Background: an optimization exercise with open tools, aiming at small area, a short achievable clock period and few clock cycles. Do not read the settings as production practice.
Where RTL was checked, it was by simulation tests only, not by an equivalence proof against the original.
No activity file was given, so power comes from the tool's default toggle rates.

==> flow/design.v <==
module mont_step #(
    parameter W = 34
) (
    input  [W-1:0] s,
    input  [W-1:0] c,
    input          ci,
    input  [1:0]   a,
    input  [32:0]  b,
    input  [31:0]  n,
    output [W-1:0] s_o,
    output [W-1:0] c_o,
    output         ci_o
);
    localparam WT = W + 3;
    wire [WT-1:0] p0 = a[0] ? {{(WT-33){1'b0}}, b} : {WT{1'b0}};
    wire [WT-1:0] p1 = a[1] ? {{(WT-33){1'b0}}, b} : {WT{1'b0}};
    wire [WT-1:0] sx = {{(WT-W){1'b0}}, s};
    wire [WT-1:0] cx = {{(WT-W){1'b0}}, c};
    wire [2:0] k0 = s[0] + c[0] + ci + p0[0];
    wire q0  = s[0] ^ c[0] ^ ci ^ p0[0];
    wire c0m = (k0 == 3'd1) | (k0 == 3'd2);      
    wire q1  = s[1] ^ c[1] ^ p0[1] ^ (q0 & n[1]) ^ c0m ^ p1[0];
    wire [WT-1:0] m0 = q0 ? {{(WT-32){1'b0}}, n} : {WT{1'b0}};
    wire [WT-1:0] m1 = q1 ? {{(WT-33){1'b0}}, n, 1'b0} : {WT{1'b0}};
    wire [WT-1:0] o2 = {p1[WT-2:0], ci};
    wire [WT-1:0] u1 = sx ^ cx ^ p0;
    wire [WT-1:0] v1 = {((sx & cx) | (sx & p0) | (cx & p0)), 1'b0};
    wire [WT-1:0] u2 = u1 ^ v1 ^ o2;
    wire [WT-1:0] v2 = {((u1 & v1) | (u1 & o2) | (v1 & o2)), 1'b0};
    wire [WT-1:0] u3 = u2 ^ v2 ^ m0;
    wire [WT-1:0] v3 = {((u2 & v2) | (u2 & m0) | (v2 & m0)), 1'b0};
    wire [WT-1:0] u4 = u3 ^ v3 ^ m1;
    wire [WT-1:0] v4 = (u3 & v3) | (u3 & m1) | (v3 & m1);
    assign s_o  = u4[W+1:2];
    assign c_o  = v4[W:1];
    assign ci_o = v4[0];
endmodule
`timescale 1ns / 1ps
module is_prime
#(
    parameter WIDTH = 32
) (
    input clk,
    input rst_n,
    input valid_i,
    output ready_i,
    input [WIDTH-1:0] number,
    output reg result,
    output valid_o,
    input ready_o
);
    localparam K  = 2;           
    localparam NC = 17;          
    localparam M  = K * NC;      
    localparam W  = 34;          
    localparam S_IDLE  = 0,
               S_CLASS = 1,
               S_SETUP = 2,      
               S_EXP   = 3,      
               S_MUL   = 4,      
               S_CONV  = 5,      
               S_DBL   = 6,      
               S_CHK   = 7,      
               S_DONE  = 8,
               S_HORN  = 9;      
    localparam NS = 10;
    localparam [1:0] OP_SQR  = 2'd0,     
                     OP_SQRC = 2'd1,     
                     OP_CHK  = 2'd3;     
    reg [NS-1:0] st;
    reg [1:0]   op;
    reg [31:0]  n;
    reg [33:0]  x;           
    reg [32:0]  ar;          
    reg [W-1:0] sr, cr;      
    reg         ci;
    reg [K-1:0] ab;          
    reg [5:0]   cnt;
    reg [4:0]   e;           
    reg [4:0]   spos;        
    reg [1:0]   base;        
    reg [1:0]   r3;
    reg [2:0]   r5, r7;
    reg [3:0]   r11, r13;
    reg [4:0]   r17, r19, r23;
    assign ready_i = st[S_IDLE];
    assign valid_o = st[S_DONE];
    wire nbit = n[e];
    reg  nbr;                
    wire at_s = (e == spos);
    wire any_zero = (r3 == 0) | (r5 == 0) | (r7 == 0) | (r11 == 0) |
                    (r13 == 0) | (r17 == 0) | (r19 == 0) | (r23 == 0);
    wire small_n = (n[31:9] == 0);
    reg  small_prime;
    always @(*) begin
        case (n[4:0])
            5'd3, 5'd5, 5'd7, 5'd11, 5'd13, 5'd17, 5'd19, 5'd23: small_prime = (n[31:5] == 0);
            default: small_prime = 1'b0;
        endcase
    end
    wire [32:0]  bop   = x[32:0];
    wire         mul   = st[S_MUL];
    wire [K-1:0] abits = mul ? ab : {K{1'b0}};
    wire [W-1:0] s_in  = mul ? sr : {W{1'b0}};
    wire [W-1:0] c_in  = mul ? cr : {W{1'b0}};
    wire         ci_in = mul & ci;
    wire [W-1:0] s_nx, c_nx;
    wire         ci_nx;
    mont_step #(.W(W)) u_step (
        .s(s_in), .c(c_in), .ci(ci_in), .a(abits), .b(bop), .n(n),
        .s_o(s_nx), .c_o(c_nx), .ci_o(ci_nx)
    );
    wire [K*NC+K-1:0] xz = {{(K*NC+K-33){1'b0}}, x[32:0]};
    wire [K-1:0] ab_nx = xz[K * cnt + K +: K];
    localparam [1:0] H_DBL = 2'd0, H_ADD = 2'd1, H_RED = 2'd2;
    function [1:0] hop_of(input [1:0] b, input [3:0] k);
        begin
            hop_of = H_DBL;
            if (b == 1) begin              
                case (k)
                    4'd1, 4'd4: hop_of = H_ADD;
                    4'd2, 4'd5: hop_of = H_RED;
                    default:    hop_of = H_DBL;
                endcase
            end else begin                 
                case (k)
                    4'd1, 4'd4, 4'd7, 4'd11: hop_of = H_ADD;
                    4'd2, 4'd5, 4'd8, 4'd12: hop_of = H_RED;
                    default:                 hop_of = H_DBL;
                endcase
            end
        end
    endfunction
    wire hlast = (base == 1) ? (cnt[3:0] == 4'd5) : (cnt[3:0] == 4'd12);
    reg do_dbl, do_add, do_red, do_cx;
    reg do_sum, do_cond;              
    reg sa_x2, sa_x1, sb_n, sb_ar;    
    wire        conv = st[S_CONV];
    wire [34:0] ca   = {1'b0, sr} | (sa_x2 ? {1'b0, x[32:0], 1'b0} : 35'd0)
                                  | (sa_x1 ? {1'b0, x} : 35'd0);
    wire [34:0] cb   = {1'b0, cr} | (sb_n ? {2'b11, ~n, 1'b1} : 35'd0)
                                  | (sb_ar ? {2'b00, ar} : 35'd0);
    wire [34:0] sum  = ca + cb + {34'd0, sb_n | ci};
    wire        neg  = sum[34];
    wire [32:0] y    = sum[32:0];
    wire chk_pass = (ar == {1'b0, n[31:1], 1'b0}) | (at_s & (ar == 33'd1));
    reg [NS-1:0] st_n;
    reg [1:0] op_n;
    reg [4:0] e_n;
    reg [1:0] base_n;
    reg [5:0] cnt_n;
    reg       res_n;
    reg       setup_start;     
    task advance;
        begin
            st_n[S_MUL] = 1'b1;
            cnt_n = 0;
            if (at_s) op_n = OP_CHK;
            else begin op_n = OP_SQR; e_n = e - 1; end
        end
    endtask
    always @(*) begin
        st_n = {NS{1'b0}}; op_n = op; e_n = e; base_n = base; cnt_n = cnt + 1;
        res_n = result; setup_start = 1'b0;
        if (st[S_IDLE]) begin
            if (valid_i) st_n[S_CLASS] = 1'b1;
            else st_n[S_IDLE] = 1'b1;
        end
        if (st[S_CLASS]) begin
            if (!n[0] || n[31:1] == 0) begin
                res_n = (n == 32'd2);
                st_n[S_DONE] = 1'b1;
            end else begin
                base_n = 2'd0;
                setup_start = 1'b1;
            end
        end
        if (st[S_SETUP]) begin
            e_n = e - 1;
            if (cnt == M - 1 && base == 0 && (small_n || any_zero)) begin
                res_n = !any_zero | small_prime;
                st_n[S_DONE] = 1'b1;
            end else if (cnt == M - 1) begin
                e_n = 5'd31;
                st_n[S_EXP] = 1'b1;
            end else
                st_n[S_SETUP] = 1'b1;
        end
        if (st[S_EXP]) begin
            if (!nbit) begin
                e_n = e - 1;
                st_n[S_EXP] = 1'b1;
            end else
                advance;
        end
        if (st[S_DBL])
            advance;
        if (st[S_HORN]) begin
            if (hlast) advance;
            else st_n[S_HORN] = 1'b1;
        end
        if (st[S_MUL]) begin
            if (cnt == NC - 1) st_n[S_CONV] = 1'b1;
            else st_n[S_MUL] = 1'b1;
        end
        if (st[S_CONV]) begin
            cnt_n = 0;
            case (op)
                OP_SQR: begin
                    if (nbit) begin
                        if (base == 0) st_n[S_DBL] = 1'b1;
                        else begin cnt_n = 0; st_n[S_HORN] = 1'b1; end
                    end else advance;
                end
                OP_SQRC: begin op_n = OP_CHK; st_n[S_MUL] = 1'b1; end
                default: st_n[S_CHK] = 1'b1;
            endcase
        end
        if (st[S_CHK]) begin
            cnt_n = 0;
            if (chk_pass) begin
                if (base == 2) begin
                    res_n = 1'b1;
                    st_n[S_DONE] = 1'b1;
                end else begin
                    base_n = base + 1;
                    setup_start = 1'b1;
                end
            end else if (e == 1) begin
                res_n = 1'b0;
                st_n[S_DONE] = 1'b1;
            end else begin
                op_n = OP_SQRC;
                e_n  = e - 1;
                st_n[S_MUL] = 1'b1;
            end
        end
        if (st[S_DONE]) begin
            if (ready_o) st_n[S_IDLE] = 1'b1;
            else st_n[S_DONE] = 1'b1;
        end
        if (setup_start) begin
            st_n[S_SETUP] = 1'b1;
            cnt_n = 0;
            e_n   = 5'd31;
        end
    end
    reg [33:0] x_alt;
    always @(*) begin
        if (do_dbl)
            x_alt = {x[32:0], 1'b0};
        else if (setup_start)
            x_alt = st[S_CLASS] ? 34'd2 : (base == 0) ? 34'd7 : 34'd61;
        else
            x_alt = x;
    end
    wire       take_sum = do_sum | (do_cond & !neg);
    wire [33:0] x_nx = take_sum ? sum[33:0] : x_alt;
    always @(posedge clk, negedge rst_n) begin
        if (!rst_n) begin
            st     <= {{(NS-1){1'b0}}, 1'b1};
            result <= 1'b0;
        end else begin
            st     <= st_n;
            result <= res_n;
        end
    end
    always @(posedge clk) begin
        op   <= op_n;
        e    <= e_n;
        base <= base_n;
        cnt  <= cnt_n;
        if (st[S_IDLE] && valid_i)
            n <= number;
        do_dbl <= st_n[S_SETUP] | st_n[S_DBL] | (st_n[S_HORN] & (hop_of(base_n, cnt_n[3:0]) == H_DBL));
        do_add <= st_n[S_HORN] & (hop_of(base_n, cnt_n[3:0]) == H_ADD);
        do_red <= st_n[S_HORN] & (hop_of(base_n, cnt_n[3:0]) == H_RED);
        do_cx  <= st_n[S_CONV] & (op_n != OP_CHK);
        sa_x2 <= st_n[S_SETUP] | st_n[S_DBL] | (st_n[S_HORN] & (hop_of(base_n, cnt_n[3:0]) == H_DBL));
        sa_x1 <= st_n[S_HORN] & (hop_of(base_n, cnt_n[3:0]) != H_DBL);
        sb_n  <= st_n[S_SETUP] | st_n[S_DBL] | (st_n[S_HORN] & (hop_of(base_n, cnt_n[3:0]) != H_ADD));
        sb_ar <= st_n[S_HORN] & (hop_of(base_n, cnt_n[3:0]) == H_ADD);
        do_sum  <= (st_n[S_HORN] & (hop_of(base_n, cnt_n[3:0]) == H_ADD)) |
                   (st_n[S_CONV] & (op_n != OP_CHK));
        do_cond <= st_n[S_SETUP] | st_n[S_DBL] | (st_n[S_HORN] & (hop_of(base_n, cnt_n[3:0]) != H_ADD));
        ci <= ci_nx;
        sr <= s_nx;
        cr <= c_nx;
        if (st_n[S_MUL] && !mul)
            ab <= (op_n == OP_CHK) ? {{(K-1){1'b0}}, 1'b1} : x_nx[K-1:0];
        else
            ab <= (op == OP_CHK) ? {K{1'b0}} : ab_nx;
        x  <= x_nx;
        if (st[S_CONV])
            ar <= y;
        if (st[S_SETUP] && !cnt[5] && nbit && e != 0)
            spos <= e;
        nbr <= nbit;
        if (!st[S_SETUP] || cnt == 0) begin
            r3 <= 0; r5 <= 0; r7 <= 0; r11 <= 0; r13 <= 0; r17 <= 0; r19 <= 0; r23 <= 0;
        end else begin
            r3  <= rmod3 ({r3,  nbr});
            r5  <= rmod5 ({r5,  nbr});
            r7  <= rmod7 ({r7,  nbr});
            r11 <= rmod11({r11, nbr});
            r13 <= rmod13({r13, nbr});
            r17 <= rmod17({r17, nbr});
            r19 <= rmod19({r19, nbr});
            r23 <= rmod23({r23, nbr});
        end
    end
    function [1:0] rmod3(input [2:0] t);  rmod3  = (t >= 3)  ? t - 3  : t; endfunction
    function [2:0] rmod5(input [3:0] t);  rmod5  = (t >= 5)  ? t - 5  : t; endfunction
    function [2:0] rmod7(input [3:0] t);  rmod7  = (t >= 7)  ? t - 7  : t; endfunction
    function [3:0] rmod11(input [4:0] t); rmod11 = (t >= 11) ? t - 11 : t; endfunction
    function [3:0] rmod13(input [4:0] t); rmod13 = (t >= 13) ? t - 13 : t; endfunction
    function [4:0] rmod17(input [5:0] t); rmod17 = (t >= 17) ? t - 17 : t; endfunction
    function [4:0] rmod19(input [5:0] t); rmod19 = (t >= 19) ? t - 19 : t; endfunction
    function [4:0] rmod23(input [5:0] t); rmod23 = (t >= 23) ? t - 23 : t; endfunction
endmodule
clock: 5.0 ns
lec_check: 0
abc_clock_period_in_ps: 3000
cap_margin: 20
core_margin: 2
core_utilization: 40
setup_slack_margin: 1.7
slew_margin: 20
run.sh (not shown) runs the stock make flow with config.mk's settings and CLKGATE_MAP_FILE= SYNTH_SCRIPT=/design/flow/synth_recipe.tcl, a recipe that flattens the netlist after the stock synthesis.
The starting point finished with timing, DRC and antenna clean.
Testbench counts at the start, summed over its fixed seeds: cycles 36,610.
==> next run, changes <==
--- a/flow/design.v
+++ b/flow/design.v
@@ -84,11 +84,10 @@
     reg [3:0]   r11, r13;
     reg [4:0]   r17, r19, r23;
     assign ready_i = st[S_IDLE];
     assign valid_o = st[S_DONE];
     wire nbit = n[e];
-    reg  nbr;                
     wire at_s = (e == spos);
     wire any_zero = (r3 == 0) | (r5 == 0) | (r7 == 0) | (r11 == 0) |
                     (r13 == 0) | (r17 == 0) | (r19 == 0) | (r23 == 0);
     wire small_n = (n[31:9] == 0);
     reg  small_prime;
@@ -96,11 +95,11 @@
         case (n[4:0])
             5'd3, 5'd5, 5'd7, 5'd11, 5'd13, 5'd17, 5'd19, 5'd23: small_prime = (n[31:5] == 0);
             default: small_prime = 1'b0;
         endcase
     end
-    wire [32:0]  bop   = x[32:0];
+    wire [32:0]  bop   = op[1] ? ar : x[32:0];
     wire         mul   = st[S_MUL];
     wire [K-1:0] abits = mul ? ab : {K{1'b0}};
     wire [W-1:0] s_in  = mul ? sr : {W{1'b0}};
     wire [W-1:0] c_in  = mul ? cr : {W{1'b0}};
     wire         ci_in = mul & ci;
@@ -131,11 +130,10 @@
             end
         end
     endfunction
     wire hlast = (base == 1) ? (cnt[3:0] == 4'd5) : (cnt[3:0] == 4'd12);
     reg do_dbl, do_add, do_red, do_cx;
-    reg do_sum, do_cond;              
     reg sa_x2, sa_x1, sb_n, sb_ar;    
     wire        conv = st[S_CONV];
     wire [34:0] ca   = {1'b0, sr} | (sa_x2 ? {1'b0, x[32:0], 1'b0} : 35'd0)
                                   | (sa_x1 ? {1'b0, x} : 35'd0);
     wire [34:0] cb   = {1'b0, cr} | (sb_n ? {2'b11, ~n, 1'b1} : 35'd0)
@@ -175,11 +173,11 @@
                 setup_start = 1'b1;
             end
         end
         if (st[S_SETUP]) begin
             e_n = e - 1;
-            if (cnt == M - 1 && base == 0 && (small_n || any_zero)) begin
+            if (cnt == 32 && base == 0 && (small_n || any_zero)) begin
                 res_n = !any_zero | small_prime;
                 st_n[S_DONE] = 1'b1;
             end else if (cnt == M - 1) begin
                 e_n = 5'd31;
                 st_n[S_EXP] = 1'b1;
@@ -243,21 +241,20 @@
             st_n[S_SETUP] = 1'b1;
             cnt_n = 0;
             e_n   = 5'd31;
         end
     end
-    reg [33:0] x_alt;
+    reg [33:0] x_nx;
     always @(*) begin
-        if (do_dbl)
-            x_alt = {x[32:0], 1'b0};
-        else if (setup_start)
-            x_alt = st[S_CLASS] ? 34'd2 : (base == 0) ? 34'd7 : 34'd61;
-        else
-            x_alt = x;
+        x_nx = x;
+        if (setup_start)
+            x_nx = st[S_CLASS] ? 34'd2 : (base == 0) ? 34'd7 : 34'd61;
+        else if (do_dbl)
+            x_nx = neg ? {x[32:0], 1'b0} : sum[33:0];
+        else if ((do_red && !neg) || do_add || do_cx)
+            x_nx = sum[33:0];
     end
-    wire       take_sum = do_sum | (do_cond & !neg);
-    wire [33:0] x_nx = take_sum ? sum[33:0] : x_alt;
     always @(posedge clk, negedge rst_n) begin
         if (!rst_n) begin
             st     <= {{(NS-1){1'b0}}, 1'b1};
             result <= 1'b0;
         end else begin
@@ -278,37 +275,32 @@
         do_cx  <= st_n[S_CONV] & (op_n != OP_CHK);
         sa_x2 <= st_n[S_SETUP] | st_n[S_DBL] | (st_n[S_HORN] & (hop_of(base_n, cnt_n[3:0]) == H_DBL));
         sa_x1 <= st_n[S_HORN] & (hop_of(base_n, cnt_n[3:0]) != H_DBL);
         sb_n  <= st_n[S_SETUP] | st_n[S_DBL] | (st_n[S_HORN] & (hop_of(base_n, cnt_n[3:0]) != H_ADD));
         sb_ar <= st_n[S_HORN] & (hop_of(base_n, cnt_n[3:0]) == H_ADD);
-        do_sum  <= (st_n[S_HORN] & (hop_of(base_n, cnt_n[3:0]) == H_ADD)) |
-                   (st_n[S_CONV] & (op_n != OP_CHK));
-        do_cond <= st_n[S_SETUP] | st_n[S_DBL] | (st_n[S_HORN] & (hop_of(base_n, cnt_n[3:0]) != H_ADD));
         ci <= ci_nx;
         sr <= s_nx;
         cr <= c_nx;
-        if (st_n[S_MUL] && !mul)
-            ab <= (op_n == OP_CHK) ? {{(K-1){1'b0}}, 1'b1} : x_nx[K-1:0];
-        else
-            ab <= (op == OP_CHK) ? {K{1'b0}} : ab_nx;
+        ab <= (st_n[S_MUL] && !mul) ? x_nx[K-1:0] : ab_nx;
         x  <= x_nx;
-        if (st[S_CONV])
+        if (st_n[S_MUL] && op_n == OP_CHK)
+            ar <= 33'd1;
+        else if (st[S_CONV])
             ar <= y;
         if (st[S_SETUP] && !cnt[5] && nbit && e != 0)
             spos <= e;
-        nbr <= nbit;
-        if (!st[S_SETUP] || cnt == 0) begin
+        if (setup_start) begin
             r3 <= 0; r5 <= 0; r7 <= 0; r11 <= 0; r13 <= 0; r17 <= 0; r19 <= 0; r23 <= 0;
         end else begin
-            r3  <= rmod3 ({r3,  nbr});
-            r5  <= rmod5 ({r5,  nbr});
-            r7  <= rmod7 ({r7,  nbr});
-            r11 <= rmod11({r11, nbr});
-            r13 <= rmod13({r13, nbr});
-            r17 <= rmod17({r17, nbr});
-            r19 <= rmod19({r19, nbr});
-            r23 <= rmod23({r23, nbr});
+            r3  <= rmod3 ({r3,  nbit});
+            r5  <= rmod5 ({r5,  nbit});
+            r7  <= rmod7 ({r7,  nbit});
+            r11 <= rmod11({r11, nbit});
+            r13 <= rmod13({r13, nbit});
+            r17 <= rmod17({r17, nbit});
+            r19 <= rmod19({r19, nbit});
+            r23 <= rmod23({r23, nbit});
         end
     end
     function [1:0] rmod3(input [2:0] t);  rmod3  = (t >= 3)  ? t - 3  : t; endfunction
     function [2:0] rmod5(input [3:0] t);  rmod5  = (t >= 5)  ? t - 5  : t; endfunction
     function [2:0] rmod7(input [3:0] t);  rmod7  = (t >= 7)  ? t - 7  : t; endfunction
Synthesized area climbs by 7.4%.
Die area climbs by 7.3%.
Setup slack loses 0.52 ns.
Maximum frequency fell by 13%.
Wire length grows by 20%.
Total power went up by 57%.
Sequential cell count does not change.
Clock-buffer cell count shrinks by 11.
Final cell count climbs by 14%.
Core utilization rose by 2.7 points.
Global-route usage rises by 2.5 points.
No functional check of the RTL was part of the second run of this note.

==> port drivers added, routing unchanged <==
Ports are ideal in the flow. The routed layouts listed here were re-timed in OpenROAD.
Step 1 (the two cells are an assumption about what drives the block):
set clk [get_ports {clk}]
set_driving_cell -lib_cell sky130_fd_sc_hd__clkbuf_16 $clk
set_driving_cell -lib_cell sky130_fd_sc_hd__buf_2 [delete_from_list [all_inputs] $clk]
Step 2 adds t to the input delays and takes it off the output delays; t is the mean of the earliest and latest rising clock arrival at the registers after step 1. Input paths then give back, and output paths get back, about the clock's delay inside the block.
a / b / c = ideal ports / drivers / drivers and shift; a / b = the first two.
run	t, ns	setup slack, ns	cell pins on the clock port's net
the first run	0.623	1.537 / 1.537 / 1.537	1
the second run	0.638	1.017 / 1.017 / 1.017	1
After both steps setup and hold are still met in every run listed.
